Source: an optimization exercise on an open RTL-to-GDS flow (aim: small area, a short achievable clock period and few clock cycles). Production flows keep margins and buffers that such runs may drop.
Function was checked by simulation only, so behaviour that the tests miss may differ from the original.

==> 08-10: inputs <==
==> flow/design.v (excerpt) <==
module fir #(
    parameter DATA_WIDTH = 16,
    parameter TAP_NUM = 16
)(
    input wire clk,
    input wire rst,
    input wire tap_we,
    input wire [3:0] tap_addr,
    input wire [DATA_WIDTH-1:0] tap_data,
    input wire start,
    input wire [DATA_WIDTH-1:0] x_in,
    output wire [DATA_WIDTH-1:0] y_out,
    output reg done
);
clock: 16.0 ns
lec_check: 0
cap_margin: 20
core_margin: 2
core_utilization: 30
place_density: 0.45
slew_margin: 20
synth_hierarchical: 1
synth_minimum_keep_size: 0
run.sh (not shown) runs the stock make flow with config.mk's settings and CLKGATE_MAP_FILE= SYNTH_SCRIPT=/design/flow/synth_recipe.tcl, a recipe that flattens the netlist after the stock synthesis.
==> 11-03: changes against 08-10 <==
--- a/flow/config.mk
+++ b/flow/config.mk
@@ -10,2 +10,4 @@
 export CORE_UTILIZATION = 30
+export CTS_CLUSTER_DIAMETER = 100
+export CTS_CLUSTER_SIZE = 30
 export PLACE_DENSITY = 0.45
==> summary of the runs <==
- 08-10 ran to the end with no violations. 11-03 passed the timing, design-rule and antenna checks.
- In synthesized cell count, 11-03 and 08-10 do not differ.
- Of 08-10 and 11-03, 08-10 has the higher global-route usage (gap 0.10 points).
- In fmax, 08-10 and 11-03 hardly differ.
- Between 08-10 and 11-03, the lower cell count is in 11-03 (gap 0.91%, measured against 11-03).
- Against 11-03, the first-iteration DRC count of 08-10 is higher by about 1.8%.
==> figures <==
Outcome: 08-10 complete, no violations; 11-03 complete, no violations
Syn-to-layout area delta: 08-10 13.3%; 11-03 11.3%
Vias in the first global route: 08-10 57500; 11-03 57100
Worst EP required: 08-10 16530 ps; 11-03 16570 ps
Worst reg2reg setup slack: 08-10 9320 ps; 11-03 9320 ps
Met1 layer wirelength in the final routing: 08-10 166 mm; 11-03 164 mm
Non-clock buffer area fraction after layout: 08-10 0.0240; 11-03 0.0243
Fraction of final layout cells with drive strength greater than 1: 08-10 0.293; 11-03 0.285
Post-route standard cell area excluding fillers: 08-10 80100 um2; 11-03 78700 um2
Capture point of the worst path: 08-10 qr[89]; 11-03 qr[90]
Final core occ: 08-10 0.341; 11-03 0.335
Testbench counts of 08-10, summed over its fixed seeds: cycles 2,064.
Testbench counts of 11-03, summed over its fixed seeds: cycles 2,064.

========
==> v24: inputs <==
Another version of the RTL of fir (not shown whole).
==> flow/design.v (excerpt) <==
module fir #(
    parameter DATA_WIDTH = 16,
    parameter TAP_NUM = 16
)(
    input wire clk,
    input wire rst,
    input wire tap_we,
    input wire [3:0] tap_addr,
    input wire [DATA_WIDTH-1:0] tap_data,
    input wire start,
    input wire [DATA_WIDTH-1:0] x_in,
    output wire [DATA_WIDTH-1:0] y_out,
    output reg done
);
clock: 16.0 ns
lec_check: 0
cap_margin: 20
core_margin: 2
core_utilization: 55
place_density: 0.65
slew_margin: 20
synth_hierarchical: 1
synth_minimum_keep_size: 0
==> inputs of v39, as changes to v24 <==
--- a/flow/config.mk
+++ b/flow/config.mk
@@ -7,8 +7,8 @@
 export LEC_CHECK = 0
 export CAP_MARGIN = 20
 export CORE_MARGIN = 2
-export CORE_UTILIZATION = 55
-export PLACE_DENSITY = 0.65
+export CORE_UTILIZATION = 30
+export PLACE_DENSITY = 0.45
 export SLEW_MARGIN = 20
 export SYNTH_HIERARCHICAL = 1
 export SYNTH_MINIMUM_KEEP_SIZE = 0
==> run summary <==
| item | v39 | v24 |
|---|---|---|
| Status | timing/DRC/antenna clean | timing/DRC/antenna clean |
| Cell count after placement | 8676 | 7303 |
| Worst-case register-to-register setup slack | 8120 ps | 7900 ps |
| Starting DRC count in detailed routing | 5860 | 7561 |
| CTS Buf Count | 79 | 72 |
| Detailed placement HPWL | 266000 um | 249000 um |
| Destination of the worst register-to-register timing path | m[62] | m[61] |
| GRT met2 Usage | 0.434 | 0.708 |
| Multi-input gate share of total cell area | 0.706 | 0.725 |
| DR WL met3 | 30900 um | 43500 um |
| Depth of the critical timing path with buffers and inverters included | 12 | 27 |
| WP data arrival | 8350 ps | 8560 ps |
| DIE AREA | 0.233 mm2 | 0.128 mm2 |
| Share of the cycle needed by the critical path after routing | 0.493 | 0.506 |
| Clock Skews | 73.7 ps | 39.0 ps |
| Seq/total area | 0.193 | 0.198 |
| Placed standard-cell area | 0.0717 mm2 | 0.0701 mm2 |
| Layout-stage area growth over the synthesis result | 8.42% | 5.62% |
| Slew at the pin closest to its max-slew limit | 1160 ps | 1220 ps |
| Initial DRT Pass Iterations | 6 | 8 |
| Standard cell core area | 0.227 mm2 | 0.124 mm2 |
| Tightest slew margin relative to the limit | 0.226 | 0.180 |
Testbench counts of v24, summed over its fixed seeds: cycles 2,048.
Testbench counts of v39, summed over its fixed seeds: cycles 2,048.

==> re-timing with driven ports <==
The results above use ideal ports. As a check the final layouts listed here were re-extracted and re-timed, cells and wires unchanged.
Step 1 assumes that a clkbuf_16 drives the clock port and a buf_2 every other input.
Step 2 moves the port delays by t, midway between the first and last clock arrival at a register: inputs arrive t later, outputs are due t later. That takes back most of the time a late clock gives input paths.
a / b / c = ideal / step 1 / step 2; a / b = the first two.
run | t, ns | setup slack, ns | clock arrival spread, ns | slew at the worst register clock pin (ns) | worst data-port slew with drivers (ns)
08-10 | 0.897 | 9.322 / 9.322 / 9.090 | 0.055 / 0.055 | 0.07 / 0.07 | 0.08
11-03 | 0.899 | 9.315 / 9.315 / 9.124 | 0.066 / 0.066 | 0.12 / 0.12 | 0.08
v24 | 0.779 | 7.903 / 7.903 / 7.903 | 0.041 / 0.042 | 0.07 / 0.07 | 0.05
v39 | 0.851 | 8.116 / 8.116 / 8.116 | 0.076 / 0.075 | 0.07 / 0.07 | 0.05
After both steps every run listed still meets setup and hold. For 08-10, which loses most, drivers alone change the setup slack by 0.000 ns; drivers and shift together by -0.232 ns.
